Context: an optimization exercise on an open-source flow, tuned for small area, a short achievable clock period and few clock cycles per item. The choices shown serve that exercise and are no tape-out recipe.
No run shown here included a check of the RTL's function; only the layout flow was run.

==> flow/design.v, too long to show whole: its modules and the start of the top module <==
// module mult_benc: 8 lines
// module mult_enc: 6 lines
// module mult_and2: 3 lines
// module mult_xn2: 3 lines
// module mult_nor2: 3 lines
// module mult_ao: 3 lines
// module mult_fa: 4 lines
// module mult_fx: 6 lines
// module mult_x2: 3 lines
// module mult_mj: 3 lines
// module mult_ha: 4 lines
// module mult_pc_nnnnt: 6 lines
// module mult_pc_ttttn: 6 lines
// module mult: 1305 lines
module mult(
  input  reset,
  input  clk,
  input  [31:0] a_in,
  input  [31:0] b_in,
  input  start,
  output logic [63:0] product,
  output logic done);
  // ...
==> flow/flow/run.sh <==
#!/bin/bash
set -euo pipefail
export BUFFER_PORTS_ARGS="-buffer_cell sky130_fd_sc_hd__buf_2"
bash standard.sh > standard_flow.log 2>&1
==> flow/standard.sh <==
#!/bin/bash
# synth_recipe.tcl (not shown) runs the flow's synth.tcl, then flattens the netlist and writes it again
# the make line also repeats each setting of config.mk as NAME=value (left out here)
make -C /OpenROAD-flow-scripts/flow DESIGN_CONFIG=/design/flow/config.mk WORK_HOME=/design/flow/orfs CLKGATE_MAP_FILE= SYNTH_SCRIPT=/design/flow/synth_recipe.tcl "${@:-finish}"
==> flow/config.mk <==
export PLATFORM = sky130hd
export DESIGN_NAME = mult
export DESIGN_NICKNAME = mult
export VERILOG_FILES = /design/flow/design.v
export SDC_FILE = /design/flow/constraint.sdc
export NUM_CORES = 4
export LEC_CHECK = 0
export CAP_MARGIN = 20
export CORE_MARGIN = 2
export CORE_UTILIZATION = 60
export GPL_TIMING_DRIVEN = 0
export PLACE_DENSITY = 0.75
export SETUP_SLACK_MARGIN = 0.1
export SLEW_MARGIN = 20
export SYNTH_HIERARCHICAL = 1
==> flow/constraint.sdc <==
create_clock -name core_clock -period 3.5 [get_ports {clk}]
set_input_delay 0.7000 -clock core_clock [delete_from_list [all_inputs] [get_ports {clk}]]
set_output_delay 0.7000 -clock core_clock [all_outputs]
set_load 0.01 [all_outputs]
==> summary.txt, run 1 <==
post-synthesis cell area 0.0170 mm2; die boundary height about 170 um; initial detailed-routing violation count 1115; Final Setup Violations 10; critical path startpoint s_reg[3]; Setup crit end product[33]; share of final-layout standard cells stronger than drive strength 1 a little under 30%; sequential portion of the cell area between 10% and 20%; most frequent cell on the critical path sky130_fd_sc_hd__a21oi_4; layout check failures setup timing; Worst Setup Path Type register to primary output; post-detailed-routing wire length around 50 mm; final hold violation count 0; Worst Path Max Fanout 12; placed instance count around 2.4k; detailed-routed wire length on met2 between 20 and 25 mm; post-route insts no fill around 2.4k; met2 Usage GRT 60.0%; Core Box Area 0.0279 mm2; most common cell after layout, fill and taps aside sky130_fd_sc_hd__xnor2_1; fraction of met1 tracks used by global routing about two fifths; worst endpoint required time ~2.8 ns; met3 routed WL 3.14 mm; DRC violations left 0; Final Net Count approximately 2.3k; share of cell area taken by multi-input logic gates between 60 and 70%; worst reg2reg path startpoint etwo[4]; result of the run failed layout checks; Place WS -1.22 ns; endpoint type of the worst setup path primary output; horizontal die dimension approximately 170 um; number of cells on the critical path 12; final critical-path setup slack -0.0634 ns; DR top layer met4
==> inputs of run 2 (changes only) <==
--- a/flow/design.v
+++ b/flow/design.v
@@ -45,16 +45,28 @@
   assign co = a & b;
 endmodule
 module mult_pc_nnnnt(input gh, input ph, input gl, input pl, output g, output p);
   wire gt = ~gh | (~ph & ~gl);
   wire pt = ~ph & ~pl;
   assign g = gt;
   assign p = pt;
 endmodule
+module mult_pc_nnttn(input gh, input ph, input gl, input pl, output g, output p);
+  wire gt = ~gh | (~ph & gl);
+  wire pt = ~ph & pl;
+  assign g = ~gt;
+  assign p = ~pt;
+endmodule
+module mult_pc_ttnnt(input gh, input ph, input gl, input pl, output g, output p);
+  wire gt = gh | (ph & ~gl);
+  wire pt = ph & ~pl;
+  assign g = gt;
+  assign p = pt;
+endmodule
 module mult_pc_ttttn(input gh, input ph, input gl, input pl, output g, output p);
   wire gt = gh | (ph & gl);
   wire pt = ph & pl;
   assign g = ~gt;
   assign p = ~pt;
 endmodule
 module mult(
   input  reset,
@@ -898,25 +910,16 @@
   assign pa3_j23_gi = ~pa2_23_g;
   assign pa3_j23_pi = ~pa2_23_p;
   logic pa3_j39_gi, pa3_j39_pi;
   assign pa3_j39_gi = ~pa2_39_g;
   assign pa3_j39_pi = ~pa2_39_p;
   logic pa3_j55_gi, pa3_j55_pi;
   assign pa3_j55_gi = ~pa2_55_g;
   assign pa3_j55_pi = ~pa2_55_p;
-  logic pa4_j15_gi, pa4_j15_pi;
-  assign pa4_j15_gi = ~pa3_15_g;
-  assign pa4_j15_pi = ~pa3_15_p;
-  logic pa4_j47_gi, pa4_j47_pi;
-  assign pa4_j47_gi = ~pa3_47_g;
-  assign pa4_j47_pi = ~pa3_47_p;
-  logic pa5_j31_gi, pa5_j31_pi;
-  assign pa5_j31_gi = ~pa4_31_g;
-  assign pa5_j31_pi = ~pa4_31_p;
   logic pa0_1_g, pa0_1_p;
   mult_pc_ttttn u_pa0_1 (.gh(pa_g[1]), .ph(pa_p[1]), .gl(pa_g[0]), .pl(pa_p[0]), .g(pa0_1_g), .p(pa0_1_p));
   logic pa0_3_g, pa0_3_p;
   mult_pc_ttttn u_pa0_3 (.gh(pa_g[3]), .ph(pa_p[3]), .gl(pa_g[2]), .pl(pa_p[2]), .g(pa0_3_g), .p(pa0_3_p));
   logic pa0_5_g, pa0_5_p;
   mult_pc_ttttn u_pa0_5 (.gh(pa_g[5]), .ph(pa_p[5]), .gl(pa_g[4]), .pl(pa_p[4]), .g(pa0_5_g), .p(pa0_5_p));
   logic pa0_7_g, pa0_7_p;
   mult_pc_ttttn u_pa0_7 (.gh(pa_g[7]), .ph(pa_p[7]), .gl(pa_g[6]), .pl(pa_p[6]), .g(pa0_7_g), .p(pa0_7_p));
@@ -1166,139 +1169,139 @@
   mult_pc_ttttn u_pa3_61 (.gh(pa2_61_g), .ph(pa2_61_p), .gl(pa3_j55_gi), .pl(pa3_j55_pi), .g(pa3_61_g), .p(pa3_61_p));
   logic pa3_62_g, pa3_62_p;
   mult_pc_ttttn u_pa3_62 (.gh(pa2_62_g), .ph(pa2_62_p), .gl(pa3_j55_gi), .pl(pa3_j55_pi), .g(pa3_62_g), .p(pa3_62_p));
   logic pa3_63_g, pa3_63_p;
   mult_pc_nnnnt u_pa3_63 (.gh(pa2_63_g), .ph(pa2_63_p), .gl(pa2_55_g), .pl(pa2_55_p), .g(pa3_63_g), .p(pa3_63_p));
   logic pa4_16_g, pa4_16_p;
   mult_pc_ttttn u_pa4_16 (.gh(pa_g[16]), .ph(pa_p[16]), .gl(pa3_15_g), .pl(pa3_15_p), .g(pa4_16_g), .p(pa4_16_p));
   logic pa4_17_g, pa4_17_p;
-  mult_pc_nnnnt u_pa4_17 (.gh(pa0_17_g), .ph(pa0_17_p), .gl(pa4_j15_gi), .pl(pa4_j15_pi), .g(pa4_17_g), .p(pa4_17_p));
+  mult_pc_nnttn u_pa4_17 (.gh(pa0_17_g), .ph(pa0_17_p), .gl(pa3_15_g), .pl(pa3_15_p), .g(pa4_17_g), .p(pa4_17_p));
   logic pa4_18_g, pa4_18_p;
-  mult_pc_nnnnt u_pa4_18 (.gh(pa1_18_g), .ph(pa1_18_p), .gl(pa4_j15_gi), .pl(pa4_j15_pi), .g(pa4_18_g), .p(pa4_18_p));
+  mult_pc_nnttn u_pa4_18 (.gh(pa1_18_g), .ph(pa1_18_p), .gl(pa3_15_g), .pl(pa3_15_p), .g(pa4_18_g), .p(pa4_18_p));
   logic pa4_19_g, pa4_19_p;
   mult_pc_ttttn u_pa4_19 (.gh(pa1_19_g), .ph(pa1_19_p), .gl(pa3_15_g), .pl(pa3_15_p), .g(pa4_19_g), .p(pa4_19_p));
   logic pa4_20_g, pa4_20_p;
-  mult_pc_nnnnt u_pa4_20 (.gh(pa2_20_g), .ph(pa2_20_p), .gl(pa4_j15_gi), .pl(pa4_j15_pi), .g(pa4_20_g), .p(pa4_20_p));
+  mult_pc_nnttn u_pa4_20 (.gh(pa2_20_g), .ph(pa2_20_p), .gl(pa3_15_g), .pl(pa3_15_p), .g(pa4_20_g), .p(pa4_20_p));
   logic pa4_21_g, pa4_21_p;
   mult_pc_ttttn u_pa4_21 (.gh(pa2_21_g), .ph(pa2_21_p), .gl(pa3_15_g), .pl(pa3_15_p), .g(pa4_21_g), .p(pa4_21_p));
   logic pa4_22_g, pa4_22_p;
   mult_pc_ttttn u_pa4_22 (.gh(pa2_22_g), .ph(pa2_22_p), .gl(pa3_15_g), .pl(pa3_15_p), .g(pa4_22_g), .p(pa4_22_p));
   logic pa4_23_g, pa4_23_p;
-  mult_pc_nnnnt u_pa4_23 (.gh(pa2_23_g), .ph(pa2_23_p), .gl(pa4_j15_gi), .pl(pa4_j15_pi), .g(pa4_23_g), .p(pa4_23_p));
+  mult_pc_nnttn u_pa4_23 (.gh(pa2_23_g), .ph(pa2_23_p), .gl(pa3_15_g), .pl(pa3_15_p), .g(pa4_23_g), .p(pa4_23_p));
   logic pa4_24_g, pa4_24_p;
-  mult_pc_nnnnt u_pa4_24 (.gh(pa3_24_g), .ph(pa3_24_p), .gl(pa4_j15_gi), .pl(pa4_j15_pi), .g(pa4_24_g), .p(pa4_24_p));
+  mult_pc_nnttn u_pa4_24 (.gh(pa3_24_g), .ph(pa3_24_p), .gl(pa3_15_g), .pl(pa3_15_p), .g(pa4_24_g), .p(pa4_24_p));
   logic pa4_25_g, pa4_25_p;
   mult_pc_ttttn u_pa4_25 (.gh(pa3_25_g), .ph(pa3_25_p), .gl(pa3_15_g), .pl(pa3_15_p), .g(pa4_25_g), .p(pa4_25_p));
   logic pa4_26_g, pa4_26_p;
   mult_pc_ttttn u_pa4_26 (.gh(pa3_26_g), .ph(pa3_26_p), .gl(pa3_15_g), .pl(pa3_15_p), .g(pa4_26_g), .p(pa4_26_p));
   logic pa4_27_g, pa4_27_p;
-  mult_pc_nnnnt u_pa4_27 (.gh(pa3_27_g), .ph(pa3_27_p), .gl(pa4_j15_gi), .pl(pa4_j15_pi), .g(pa4_27_g), .p(pa4_27_p));
+  mult_pc_nnttn u_pa4_27 (.gh(pa3_27_g), .ph(pa3_27_p), .gl(pa3_15_g), .pl(pa3_15_p), .g(pa4_27_g), .p(pa4_27_p));
   logic pa4_28_g, pa4_28_p;
   mult_pc_ttttn u_pa4_28 (.gh(pa3_28_g), .ph(pa3_28_p), .gl(pa3_15_g), .pl(pa3_15_p), .g(pa4_28_g), .p(pa4_28_p));
   logic pa4_29_g, pa4_29_p;
-  mult_pc_nnnnt u_pa4_29 (.gh(pa3_29_g), .ph(pa3_29_p), .gl(pa4_j15_gi), .pl(pa4_j15_pi), .g(pa4_29_g), .p(pa4_29_p));
+  mult_pc_nnttn u_pa4_29 (.gh(pa3_29_g), .ph(pa3_29_p), .gl(pa3_15_g), .pl(pa3_15_p), .g(pa4_29_g), .p(pa4_29_p));
   logic pa4_30_g, pa4_30_p;
-  mult_pc_nnnnt u_pa4_30 (.gh(pa3_30_g), .ph(pa3_30_p), .gl(pa4_j15_gi), .pl(pa4_j15_pi), .g(pa4_30_g), .p(pa4_30_p));
+  mult_pc_nnttn u_pa4_30 (.gh(pa3_30_g), .ph(pa3_30_p), .gl(pa3_15_g), .pl(pa3_15_p), .g(pa4_30_g), .p(pa4_30_p));
   logic pa4_31_g, pa4_31_p;
   mult_pc_ttttn u_pa4_31 (.gh(pa3_31_g), .ph(pa3_31_p), .gl(pa3_15_g), .pl(pa3_15_p), .g(pa4_31_g), .p(pa4_31_p));
   logic pa4_48_g, pa4_48_p;
   mult_pc_ttttn u_pa4_48 (.gh(pa_g[48]), .ph(pa_p[48]), .gl(pa3_47_g), .pl(pa3_47_p), .g(pa4_48_g), .p(pa4_48_p));
   logic pa4_49_g, pa4_49_p;
-  mult_pc_nnnnt u_pa4_49 (.gh(pa0_49_g), .ph(pa0_49_p), .gl(pa4_j47_gi), .pl(pa4_j47_pi), .g(pa4_49_g), .p(pa4_49_p));
+  mult_pc_nnttn u_pa4_49 (.gh(pa0_49_g), .ph(pa0_49_p), .gl(pa3_47_g), .pl(pa3_47_p), .g(pa4_49_g), .p(pa4_49_p));
   logic pa4_50_g, pa4_50_p;
-  mult_pc_nnnnt u_pa4_50 (.gh(pa1_50_g), .ph(pa1_50_p), .gl(pa4_j47_gi), .pl(pa4_j47_pi), .g(pa4_50_g), .p(pa4_50_p));
+  mult_pc_nnttn u_pa4_50 (.gh(pa1_50_g), .ph(pa1_50_p), .gl(pa3_47_g), .pl(pa3_47_p), .g(pa4_50_g), .p(pa4_50_p));
   logic pa4_51_g, pa4_51_p;
   mult_pc_ttttn u_pa4_51 (.gh(pa1_51_g), .ph(pa1_51_p), .gl(pa3_47_g), .pl(pa3_47_p), .g(pa4_51_g), .p(pa4_51_p));
   logic pa4_52_g, pa4_52_p;
-  mult_pc_nnnnt u_pa4_52 (.gh(pa2_52_g), .ph(pa2_52_p), .gl(pa4_j47_gi), .pl(pa4_j47_pi), .g(pa4_52_g), .p(pa4_52_p));
+  mult_pc_nnttn u_pa4_52 (.gh(pa2_52_g), .ph(pa2_52_p), .gl(pa3_47_g), .pl(pa3_47_p), .g(pa4_52_g), .p(pa4_52_p));
   logic pa4_53_g, pa4_53_p;
   mult_pc_ttttn u_pa4_53 (.gh(pa2_53_g), .ph(pa2_53_p), .gl(pa3_47_g), .pl(pa3_47_p), .g(pa4_53_g), .p(pa4_53_p));
   logic pa4_54_g, pa4_54_p;
   mult_pc_ttttn u_pa4_54 (.gh(pa2_54_g), .ph(pa2_54_p), .gl(pa3_47_g), .pl(pa3_47_p), .g(pa4_54_g), .p(pa4_54_p));
   logic pa4_55_g, pa4_55_p;
-  mult_pc_nnnnt u_pa4_55 (.gh(pa2_55_g), .ph(pa2_55_p), .gl(pa4_j47_gi), .pl(pa4_j47_pi), .g(pa4_55_g), .p(pa4_55_p));
+  mult_pc_nnttn u_pa4_55 (.gh(pa2_55_g), .ph(pa2_55_p), .gl(pa3_47_g), .pl(pa3_47_p), .g(pa4_55_g), .p(pa4_55_p));
   logic pa4_56_g, pa4_56_p;
-  mult_pc_nnnnt u_pa4_56 (.gh(pa3_56_g), .ph(pa3_56_p), .gl(pa4_j47_gi), .pl(pa4_j47_pi), .g(pa4_56_g), .p(pa4_56_p));
+  mult_pc_nnttn u_pa4_56 (.gh(pa3_56_g), .ph(pa3_56_p), .gl(pa3_47_g), .pl(pa3_47_p), .g(pa4_56_g), .p(pa4_56_p));
   logic pa4_57_g, pa4_57_p;
   mult_pc_ttttn u_pa4_57 (.gh(pa3_57_g), .ph(pa3_57_p), .gl(pa3_47_g), .pl(pa3_47_p), .g(pa4_57_g), .p(pa4_57_p));
   logic pa4_58_g, pa4_58_p;
   mult_pc_ttttn u_pa4_58 (.gh(pa3_58_g), .ph(pa3_58_p), .gl(pa3_47_g), .pl(pa3_47_p), .g(pa4_58_g), .p(pa4_58_p));
   logic pa4_59_g, pa4_59_p;
-  mult_pc_nnnnt u_pa4_59 (.gh(pa3_59_g), .ph(pa3_59_p), .gl(pa4_j47_gi), .pl(pa4_j47_pi), .g(pa4_59_g), .p(pa4_59_p));
+  mult_pc_nnttn u_pa4_59 (.gh(pa3_59_g), .ph(pa3_59_p), .gl(pa3_47_g), .pl(pa3_47_p), .g(pa4_59_g), .p(pa4_59_p));
   logic pa4_60_g, pa4_60_p;
   mult_pc_ttttn u_pa4_60 (.gh(pa3_60_g), .ph(pa3_60_p), .gl(pa3_47_g), .pl(pa3_47_p), .g(pa4_60_g), .p(pa4_60_p));
   logic pa4_61_g, pa4_61_p;
-  mult_pc_nnnnt u_pa4_61 (.gh(pa3_61_g), .ph(pa3_61_p), .gl(pa4_j47_gi), .pl(pa4_j47_pi), .g(pa4_61_g), .p(pa4_61_p));
+  mult_pc_nnttn u_pa4_61 (.gh(pa3_61_g), .ph(pa3_61_p), .gl(pa3_47_g), .pl(pa3_47_p), .g(pa4_61_g), .p(pa4_61_p));
   logic pa4_62_g, pa4_62_p;
-  mult_pc_nnnnt u_pa4_62 (.gh(pa3_62_g), .ph(pa3_62_p), .gl(pa4_j47_gi), .pl(pa4_j47_pi), .g(pa4_62_g), .p(pa4_62_p));
+  mult_pc_nnttn u_pa4_62 (.gh(pa3_62_g), .ph(pa3_62_p), .gl(pa3_47_g), .pl(pa3_47_p), .g(pa4_62_g), .p(pa4_62_p));
   logic pa4_63_g, pa4_63_p;
   mult_pc_ttttn u_pa4_63 (.gh(pa3_63_g), .ph(pa3_63_p), .gl(pa3_47_g), .pl(pa3_47_p), .g(pa4_63_g), .p(pa4_63_p));
   logic pa5_32_g, pa5_32_p;
-  mult_pc_ttttn u_pa5_32 (.gh(pa_g[32]), .ph(pa_p[32]), .gl(pa5_j31_gi), .pl(pa5_j31_pi), .g(pa5_32_g), .p(pa5_32_p));
+  mult_pc_ttnnt u_pa5_32 (.gh(pa_g[32]), .ph(pa_p[32]), .gl(pa4_31_g), .pl(pa4_31_p), .g(pa5_32_g), .p(pa5_32_p));
   logic pa5_33_g, pa5_33_p;
   mult_pc_nnnnt u_pa5_33 (.gh(pa0_33_g), .ph(pa0_33_p), .gl(pa4_31_g), .pl(pa4_31_p), .g(pa5_33_g), .p(pa5_33_p));
   logic pa5_34_g, pa5_34_p;
   mult_pc_nnnnt u_pa5_34 (.gh(pa1_34_g), .ph(pa1_34_p), .gl(pa4_31_g), .pl(pa4_31_p), .g(pa5_34_g), .p(pa5_34_p));
   logic pa5_35_g, pa5_35_p;
-  mult_pc_ttttn u_pa5_35 (.gh(pa1_35_g), .ph(pa1_35_p), .gl(pa5_j31_gi), .pl(pa5_j31_pi), .g(pa5_35_g), .p(pa5_35_p));
+  mult_pc_ttnnt u_pa5_35 (.gh(pa1_35_g), .ph(pa1_35_p), .gl(pa4_31_g), .pl(pa4_31_p), .g(pa5_35_g), .p(pa5_35_p));
   logic pa5_36_g, pa5_36_p;
   mult_pc_nnnnt u_pa5_36 (.gh(pa2_36_g), .ph(pa2_36_p), .gl(pa4_31_g), .pl(pa4_31_p), .g(pa5_36_g), .p(pa5_36_p));
   logic pa5_37_g, pa5_37_p;
-  mult_pc_ttttn u_pa5_37 (.gh(pa2_37_g), .ph(pa2_37_p), .gl(pa5_j31_gi), .pl(pa5_j31_pi), .g(pa5_37_g), .p(pa5_37_p));
+  mult_pc_ttnnt u_pa5_37 (.gh(pa2_37_g), .ph(pa2_37_p), .gl(pa4_31_g), .pl(pa4_31_p), .g(pa5_37_g), .p(pa5_37_p));
   logic pa5_38_g, pa5_38_p;
-  mult_pc_ttttn u_pa5_38 (.gh(pa2_38_g), .ph(pa2_38_p), .gl(pa5_j31_gi), .pl(pa5_j31_pi), .g(pa5_38_g), .p(pa5_38_p));
+  mult_pc_ttnnt u_pa5_38 (.gh(pa2_38_g), .ph(pa2_38_p), .gl(pa4_31_g), .pl(pa4_31_p), .g(pa5_38_g), .p(pa5_38_p));
   logic pa5_39_g, pa5_39_p;
   mult_pc_nnnnt u_pa5_39 (.gh(pa2_39_g), .ph(pa2_39_p), .gl(pa4_31_g), .pl(pa4_31_p), .g(pa5_39_g), .p(pa5_39_p));
   logic pa5_40_g, pa5_40_p;
   mult_pc_nnnnt u_pa5_40 (.gh(pa3_40_g), .ph(pa3_40_p), .gl(pa4_31_g), .pl(pa4_31_p), .g(pa5_40_g), .p(pa5_40_p));
   logic pa5_41_g, pa5_41_p;
-  mult_pc_ttttn u_pa5_41 (.gh(pa3_41_g), .ph(pa3_41_p), .gl(pa5_j31_gi), .pl(pa5_j31_pi), .g(pa5_41_g), .p(pa5_41_p));
+  mult_pc_ttnnt u_pa5_41 (.gh(pa3_41_g), .ph(pa3_41_p), .gl(pa4_31_g), .pl(pa4_31_p), .g(pa5_41_g), .p(pa5_41_p));
   logic pa5_42_g, pa5_42_p;
-  mult_pc_ttttn u_pa5_42 (.gh(pa3_42_g), .ph(pa3_42_p), .gl(pa5_j31_gi), .pl(pa5_j31_pi), .g(pa5_42_g), .p(pa5_42_p));
+  mult_pc_ttnnt u_pa5_42 (.gh(pa3_42_g), .ph(pa3_42_p), .gl(pa4_31_g), .pl(pa4_31_p), .g(pa5_42_g), .p(pa5_42_p));
   logic pa5_43_g, pa5_43_p;
   mult_pc_nnnnt u_pa5_43 (.gh(pa3_43_g), .ph(pa3_43_p), .gl(pa4_31_g), .pl(pa4_31_p), .g(pa5_43_g), .p(pa5_43_p));
   logic pa5_44_g, pa5_44_p;
-  mult_pc_ttttn u_pa5_44 (.gh(pa3_44_g), .ph(pa3_44_p), .gl(pa5_j31_gi), .pl(pa5_j31_pi), .g(pa5_44_g), .p(pa5_44_p));
+  mult_pc_ttnnt u_pa5_44 (.gh(pa3_44_g), .ph(pa3_44_p), .gl(pa4_31_g), .pl(pa4_31_p), .g(pa5_44_g), .p(pa5_44_p));
   logic pa5_45_g, pa5_45_p;
   mult_pc_nnnnt u_pa5_45 (.gh(pa3_45_g), .ph(pa3_45_p), .gl(pa4_31_g), .pl(pa4_31_p), .g(pa5_45_g), .p(pa5_45_p));
   logic pa5_46_g, pa5_46_p;
   mult_pc_nnnnt u_pa5_46 (.gh(pa3_46_g), .ph(pa3_46_p), .gl(pa4_31_g), .pl(pa4_31_p), .g(pa5_46_g), .p(pa5_46_p));
   logic pa5_47_g, pa5_47_p;
-  mult_pc_ttttn u_pa5_47 (.gh(pa3_47_g), .ph(pa3_47_p), .gl(pa5_j31_gi), .pl(pa5_j31_pi), .g(pa5_47_g), .p(pa5_47_p));
+  mult_pc_ttnnt u_pa5_47 (.gh(pa3_47_g), .ph(pa3_47_p), .gl(pa4_31_g), .pl(pa4_31_p), .g(pa5_47_g), .p(pa5_47_p));
   logic pa5_48_g, pa5_48_p;
   mult_pc_nnnnt u_pa5_48 (.gh(pa4_48_g), .ph(pa4_48_p), .gl(pa4_31_g), .pl(pa4_31_p), .g(pa5_48_g), .p(pa5_48_p));
   logic pa5_49_g, pa5_49_p;
-  mult_pc_ttttn u_pa5_49 (.gh(pa4_49_g), .ph(pa4_49_p), .gl(pa5_j31_gi), .pl(pa5_j31_pi), .g(pa5_49_g), .p(pa5_49_p));
+  mult_pc_nnnnt u_pa5_49 (.gh(pa4_49_g), .ph(pa4_49_p), .gl(pa4_31_g), .pl(pa4_31_p), .g(pa5_49_g), .p(pa5_49_p));
   logic pa5_50_g, pa5_50_p;
-  mult_pc_ttttn u_pa5_50 (.gh(pa4_50_g), .ph(pa4_50_p), .gl(pa5_j31_gi), .pl(pa5_j31_pi), .g(pa5_50_g), .p(pa5_50_p));
+  mult_pc_nnnnt u_pa5_50 (.gh(pa4_50_g), .ph(pa4_50_p), .gl(pa4_31_g), .pl(pa4_31_p), .g(pa5_50_g), .p(pa5_50_p));
   logic pa5_51_g, pa5_51_p;
   mult_pc_nnnnt u_pa5_51 (.gh(pa4_51_g), .ph(pa4_51_p), .gl(pa4_31_g), .pl(pa4_31_p), .g(pa5_51_g), .p(pa5_51_p));
   logic pa5_52_g, pa5_52_p;
-  mult_pc_ttttn u_pa5_52 (.gh(pa4_52_g), .ph(pa4_52_p), .gl(pa5_j31_gi), .pl(pa5_j31_pi), .g(pa5_52_g), .p(pa5_52_p));
+  mult_pc_nnnnt u_pa5_52 (.gh(pa4_52_g), .ph(pa4_52_p), .gl(pa4_31_g), .pl(pa4_31_p), .g(pa5_52_g), .p(pa5_52_p));
   logic pa5_53_g, pa5_53_p;
   mult_pc_nnnnt u_pa5_53 (.gh(pa4_53_g), .ph(pa4_53_p), .gl(pa4_31_g), .pl(pa4_31_p), .g(pa5_53_g), .p(pa5_53_p));
   logic pa5_54_g, pa5_54_p;
   mult_pc_nnnnt u_pa5_54 (.gh(pa4_54_g), .ph(pa4_54_p), .gl(pa4_31_g), .pl(pa4_31_p), .g(pa5_54_g), .p(pa5_54_p));
   logic pa5_55_g, pa5_55_p;
-  mult_pc_ttttn u_pa5_55 (.gh(pa4_55_g), .ph(pa4_55_p), .gl(pa5_j31_gi), .pl(pa5_j31_pi), .g(pa5_55_g), .p(pa5_55_p));
+  mult_pc_nnnnt u_pa5_55 (.gh(pa4_55_g), .ph(pa4_55_p), .gl(pa4_31_g), .pl(pa4_31_p), .g(pa5_55_g), .p(pa5_55_p));
   logic pa5_56_g, pa5_56_p;
-  mult_pc_ttttn u_pa5_56 (.gh(pa4_56_g), .ph(pa4_56_p), .gl(pa5_j31_gi), .pl(pa5_j31_pi), .g(pa5_56_g), .p(pa5_56_p));
+  mult_pc_nnnnt u_pa5_56 (.gh(pa4_56_g), .ph(pa4_56_p), .gl(pa4_31_g), .pl(pa4_31_p), .g(pa5_56_g), .p(pa5_56_p));
   logic pa5_57_g, pa5_57_p;
   mult_pc_nnnnt u_pa5_57 (.gh(pa4_57_g), .ph(pa4_57_p), .gl(pa4_31_g), .pl(pa4_31_p), .g(pa5_57_g), .p(pa5_57_p));
   logic pa5_58_g, pa5_58_p;
   mult_pc_nnnnt u_pa5_58 (.gh(pa4_58_g), .ph(pa4_58_p), .gl(pa4_31_g), .pl(pa4_31_p), .g(pa5_58_g), .p(pa5_58_p));
   logic pa5_59_g, pa5_59_p;
-  mult_pc_ttttn u_pa5_59 (.gh(pa4_59_g), .ph(pa4_59_p), .gl(pa5_j31_gi), .pl(pa5_j31_pi), .g(pa5_59_g), .p(pa5_59_p));
+  mult_pc_nnnnt u_pa5_59 (.gh(pa4_59_g), .ph(pa4_59_p), .gl(pa4_31_g), .pl(pa4_31_p), .g(pa5_59_g), .p(pa5_59_p));
   logic pa5_60_g, pa5_60_p;
   mult_pc_nnnnt u_pa5_60 (.gh(pa4_60_g), .ph(pa4_60_p), .gl(pa4_31_g), .pl(pa4_31_p), .g(pa5_60_g), .p(pa5_60_p));
   logic pa5_61_g, pa5_61_p;
-  mult_pc_ttttn u_pa5_61 (.gh(pa4_61_g), .ph(pa4_61_p), .gl(pa5_j31_gi), .pl(pa5_j31_pi), .g(pa5_61_g), .p(pa5_61_p));
+  mult_pc_nnnnt u_pa5_61 (.gh(pa4_61_g), .ph(pa4_61_p), .gl(pa4_31_g), .pl(pa4_31_p), .g(pa5_61_g), .p(pa5_61_p));
   logic pa5_62_g, pa5_62_p;
-  mult_pc_ttttn u_pa5_62 (.gh(pa4_62_g), .ph(pa4_62_p), .gl(pa5_j31_gi), .pl(pa5_j31_pi), .g(pa5_62_g), .p(pa5_62_p));
+  mult_pc_nnnnt u_pa5_62 (.gh(pa4_62_g), .ph(pa4_62_p), .gl(pa4_31_g), .pl(pa4_31_p), .g(pa5_62_g), .p(pa5_62_p));
   logic pa5_63_g, pa5_63_p;
   mult_pc_nnnnt u_pa5_63 (.gh(pa4_63_g), .ph(pa4_63_p), .gl(pa4_31_g), .pl(pa4_31_p), .g(pa5_63_g), .p(pa5_63_p));
   assign product[0] = pa_p[0];
   assign product[1] = pa_p[1] ^ pa_g[0];
   assign product[2] = ~(pa_p[2] ^ pa0_1_g);
   assign product[3] = ~(pa_p[3] ^ pa1_2_g);
   assign product[4] = pa_p[4] ^ pa1_3_g;
   assign product[5] = ~(pa_p[5] ^ pa2_4_g);
@@ -1309,55 +1312,55 @@
   assign product[10] = pa_p[10] ^ pa3_9_g;
   assign product[11] = pa_p[11] ^ pa3_10_g;
   assign product[12] = ~(pa_p[12] ^ pa3_11_g);
   assign product[13] = pa_p[13] ^ pa3_12_g;
   assign product[14] = ~(pa_p[14] ^ pa3_13_g);
   assign product[15] = ~(pa_p[15] ^ pa3_14_g);
   assign product[16] = pa_p[16] ^ pa3_15_g;
   assign product[17] = ~(pa_p[17] ^ pa4_16_g);
-  assign product[18] = pa_p[18] ^ pa4_17_g;
-  assign product[19] = pa_p[19] ^ pa4_18_g;
+  assign product[18] = ~(pa_p[18] ^ pa4_17_g);
+  assign product[19] = ~(pa_p[19] ^ pa4_18_g);
   assign product[20] = ~(pa_p[20] ^ pa4_19_g);
-  assign product[21] = pa_p[21] ^ pa4_20_g;
+  assign product[21] = ~(pa_p[21] ^ pa4_20_g);
   assign product[22] = ~(pa_p[22] ^ pa4_21_g);
   assign product[23] = ~(pa_p[23] ^ pa4_22_g);
-  assign product[24] = pa_p[24] ^ pa4_23_g;
-  assign product[25] = pa_p[25] ^ pa4_24_g;
+  assign product[24] = ~(pa_p[24] ^ pa4_23_g);
+  assign product[25] = ~(pa_p[25] ^ pa4_24_g);
   assign product[26] = ~(pa_p[26] ^ pa4_25_g);
   assign product[27] = ~(pa_p[27] ^ pa4_26_g);
-  assign product[28] = pa_p[28] ^ pa4_27_g;
+  assign product[28] = ~(pa_p[28] ^ pa4_27_g);
   assign product[29] = ~(pa_p[29] ^ pa4_28_g);
-  assign product[30] = pa_p[30] ^ pa4_29_g;
-  assign product[31] = pa_p[31] ^ pa4_30_g;
+  assign product[30] = ~(pa_p[30] ^ pa4_29_g);
+  assign product[31] = ~(pa_p[31] ^ pa4_30_g);
   assign product[32] = ~(pa_p[32] ^ pa4_31_g);
-  assign product[33] = ~(pa_p[33] ^ pa5_32_g);
+  assign product[33] = pa_p[33] ^ pa5_32_g;
   assign product[34] = pa_p[34] ^ pa5_33_g;
   assign product[35] = pa_p[35] ^ pa5_34_g;
-  assign product[36] = ~(pa_p[36] ^ pa5_35_g);
+  assign product[36] = pa_p[36] ^ pa5_35_g;
   assign product[37] = pa_p[37] ^ pa5_36_g;
-  assign product[38] = ~(pa_p[38] ^ pa5_37_g);
-  assign product[39] = ~(pa_p[39] ^ pa5_38_g);
+  assign product[38] = pa_p[38] ^ pa5_37_g;
+  assign product[39] = pa_p[39] ^ pa5_38_g;
   assign product[40] = pa_p[40] ^ pa5_39_g;
   assign product[41] = pa_p[41] ^ pa5_40_g;
-  assign product[42] = ~(pa_p[42] ^ pa5_41_g);
-  assign product[43] = ~(pa_p[43] ^ pa5_42_g);
+  assign product[42] = pa_p[42] ^ pa5_41_g;
+  assign product[43] = pa_p[43] ^ pa5_42_g;
   assign product[44] = pa_p[44] ^ pa5_43_g;
-  assign product[45] = ~(pa_p[45] ^ pa5_44_g);
+  assign product[45] = pa_p[45] ^ pa5_44_g;
   assign product[46] = pa_p[46] ^ pa5_45_g;
   assign product[47] = pa_p[47] ^ pa5_46_g;
-  assign product[48] = ~(pa_p[48] ^ pa5_47_g);
+  assign product[48] = pa_p[48] ^ pa5_47_g;
   assign product[49] = pa_p[49] ^ pa5_48_g;
-  assign product[50] = ~(pa_p[50] ^ pa5_49_g);
-  assign product[51] = ~(pa_p[51] ^ pa5_50_g);
+  assign product[50] = pa_p[50] ^ pa5_49_g;
+  assign product[51] = pa_p[51] ^ pa5_50_g;
   assign product[52] = pa_p[52] ^ pa5_51_g;
-  assign product[53] = ~(pa_p[53] ^ pa5_52_g);
+  assign product[53] = pa_p[53] ^ pa5_52_g;
   assign product[54] = pa_p[54] ^ pa5_53_g;
   assign product[55] = pa_p[55] ^ pa5_54_g;
-  assign product[56] = ~(pa_p[56] ^ pa5_55_g);
-  assign product[57] = ~(pa_p[57] ^ pa5_56_g);
+  assign product[56] = pa_p[56] ^ pa5_55_g;
+  assign product[57] = pa_p[57] ^ pa5_56_g;
   assign product[58] = pa_p[58] ^ pa5_57_g;
   assign product[59] = pa_p[59] ^ pa5_58_g;
-  assign product[60] = ~(pa_p[60] ^ pa5_59_g);
+  assign product[60] = pa_p[60] ^ pa5_59_g;
   assign product[61] = pa_p[61] ^ pa5_60_g;
-  assign product[62] = ~(pa_p[62] ^ pa5_61_g);
-  assign product[63] = ~(pa_p[63] ^ pa5_62_g);
+  assign product[62] = pa_p[62] ^ pa5_61_g;
+  assign product[63] = pa_p[63] ^ pa5_62_g;
 endmodule
==> run 2 against run 1 <==
Net effect:
- now clean on timing, DRC and antenna
- first-iteration DRC count is 15% higher
- global-route usage decreased by 0.42 points
- critical path depth unchanged
- final area increased by 2.9%
- via count is 1.5% higher
- register-to-register slack worse by 0.05 ns
- maximum frequency up 3.4%
- area after synthesis up 0.80%
==> summary.txt, run 2 <==
worst endpoint required time 2.80 ns (about the same); overall overflow remaining after global route 0; Worst Path Max Fanout 8 (-4); Final Wtd Congestion 0.935; Final Net Count 2326 (+1.6%); area used by multi-input combinational logic 0.0138 mm2; RSZ-0062 raised after global routing true; starting density of the core roughly three fifths; TritonCTS clock tree yes; number of buffers created by CTS 17; final clock skew roughly 0.019 ns; post-synthesis cell area 0.0171 mm2 (+0.80%); H-Tree Level Count 4; first-pass GRT wire length between 70 and 80 mm; initial detailed-routing violation count 1280 (+15%); pin count of the biggest net entering global routing 32; area growth from synthesis to layout 18.8%; number of buffers and inverters on the critical path 4; Post-Syn Area per Cell about 9 um2; Slowest Stage Delay on Critical Path about 0.41 ns; Core Box Area 0.0279 mm2 (+0.27%); die boundary height 173 um (+0.39%); number of placement rows between 60 and 70; total nets after synthesis around 2.1k; fill count about 2.1k; arrival time at the worst endpoint ~2.7 ns; peak clock frequency supported by timing 290 MHz; sequential cell area in the final layout around 0.0033 mm2; share of final-layout standard cells stronger than drive strength 1 31.0% (+1.8 points); depth of the worst register-to-register path 9; max-slew violation total from the final report 0; Ys Warns 7; number of cells on the critical path 12 (unchanged); horizontal die dimension 173 um (+0.39%); die outline area roughly 0.030 mm2; worst min-delay path category primary input to async pin; cell with the largest stage delay on the worst path sky130_fd_sc_hd__dfxtp_1; root buf cell sky130_fd_sc_hd__clkbuf_16; post-detailed-routing wire length 51.4 mm (+2.3%); n_diodes 0; clock network latency to the later pin of the worst-skew pair roughly 0.44 ns; kind of cell with the highest combined delay on the critical path compound AO/OA/AOI/OAI gates; Post-DP HPWL roughly 38 mm; sequence of cells on the critical path ha_4 > a21oi_2 > o21ai_1 > a21oi_2 > o21ai_4 > buf_12 > a21oi_4 > buf_12 > inv_2 > a21o_1 > xor2_1 > buf_2; actual slew at the worst max-slew pin 0.642 ns; clock tree buffer depth 2; Worst Setup Path Type register to primary output; Gate Count Post-Synth 1865; vias approximately 15k; remaining max-slew budget at the tightest pin a little under three fifths; hold-fix buffers at CTS 0; result of the run finished clean; antenna violations before repair 0; Largest register FFs 64; Final Setup Violations 0 (-10); Post-DRT Antenna Nets 0; I/O pins between 100 and 150; via-per-instance ratio roughly 6.0; first-pass iteration count of the detailed router 6; Min Clock Period, post-route 3.44 ns; commonest non-fill, non-tap cells in the layout sky130_fd_sc_hd__xnor2_1 (233), sky130_fd_sc_hd__xor2_1 (212), sky130_fd_sc_hd__a22oi_1 (184); clock-pin slew reported for the worst setup and hold paths after clock tree synthesis ~0.08 ns; total cell area at the placement stage roughly 0.018 mm2; overall global routing resource usage 33.4%; Tcrit/Tclk final a little over nine tenths; DRC violations left 0 (unchanged); summed negative setup slack over all endpoints 0 ns; number of max-cap violations 0; vias in the first global route around 15k; Sink Count 160; final hold violation count 0 (unchanged); most common cell after layout, fill and taps aside sky130_fd_sc_hd__xnor2_1; average wire per cell in the routed design around 21 um; post-route design area a little over 0.02 mm2; launching element type of the critical path register; IO buf count between 100 and 150; endpoint type of the worst setup path primary output
-- run 2: repair_timing --
action                     in CTS  in global routing
setup endpoints to repair     111                 90
resized for setup             121                182
pin swaps                      21                 35
gates cloned                    2                  0
setup buffers                  21                 22
-- run 2: metrics by stage --
step / instances / hold WS, ns / setup slack, ns / util (%)
floorplan: 1865 / 0.404 / 0.138 / -
global placement: 2374 / 0.445 / -1.15 / 65.3
detailed placement: 2375 / 0.450 / -1.14 / 65.4
CTS: 2427 / 0.0234 / 0.0772 / 70.4
global route: 2444 / 0.0159 / -0.0384 / 72.8
finish: 2444 / 0.0359 / 0.0551 / 72.8
-- run 2: per-layer routing --
metal  up-vias  global-route usage, %  wire length [um]
met5         -                      0                 0
met3       199                   4.79              3280
met2       712                   59.8             25900
met1      7122                   37.5             18900
met4         0                   20.8              3270
li1       6682                      -                 -
-- run 2: final cells by class --
class | count | share of cell area (%)
plain buffers | 110 | 2.92
clock inverters | 14 | 0.985
repair buffers | 175 | 5.40
flip-flops and latches | 160 | 16.1
clock buffers | 18 | 2.11
well taps | 378 | 2.33
multi-input cells | 1476 | 68.1
inverters | 113 | 2.11
-- run 2: worst register-to-register path: cells and delay by family (launching register included) --
kind	cells	cell delay [ns]
adder cells (fa/ha/maj)	4	1.63
XOR/XNOR	3	0.70
flip-flops	1	0.51
buffers and inverters	1	0.29
AO/OA/AOI/OAI	1	0.11
-- run 2: worst paths after layout --
check                      startpoint          end  slack (ns)
min                             reset           p1        0.04
max in group asynchronous       reset            g        3.36
max                         s_reg[13]  product[33]        0.06
min reg2reg                  b_reg[0]      etwo[0]        0.46
min in group core_clock       b_in[2]     b_reg[2]        0.36
max reg2reg                   etwo[5]    s_reg[17]        0.15

==> static timing again, ports no longer ideal <==
Ports are ideal in the flow. The routed layouts listed here were re-timed in OpenROAD.
Step 1 (the two cells are an assumption about what drives the block):
set clk [get_ports {clk}]
set_driving_cell -lib_cell sky130_fd_sc_hd__clkbuf_16 $clk
set_driving_cell -lib_cell sky130_fd_sc_hd__buf_2 [delete_from_list [all_inputs] $clk]
Step 2 adds t to the input delays and takes it off the output delays; t is the mean of the earliest and latest rising clock arrival at the registers after step 1. Input paths then give back, and output paths get back, about the clock's delay inside the block.
a / b / c = ideal ports / drivers / drivers and shift; a / b = the first two.
run	shift t [ns]	slack for setup (ns)	worst data-port slew with drivers (ns)
run 1	0.487	-0.063 / -0.116 / -0.354	0.05
run 2	0.480	0.055 / 0.003 / -0.376	0.04
With both steps, setup timing fails in run 2, where it was met with ideal ports. For run 2, which loses most, drivers alone change the setup slack by -0.052 ns; drivers and shift together by -0.431 ns.
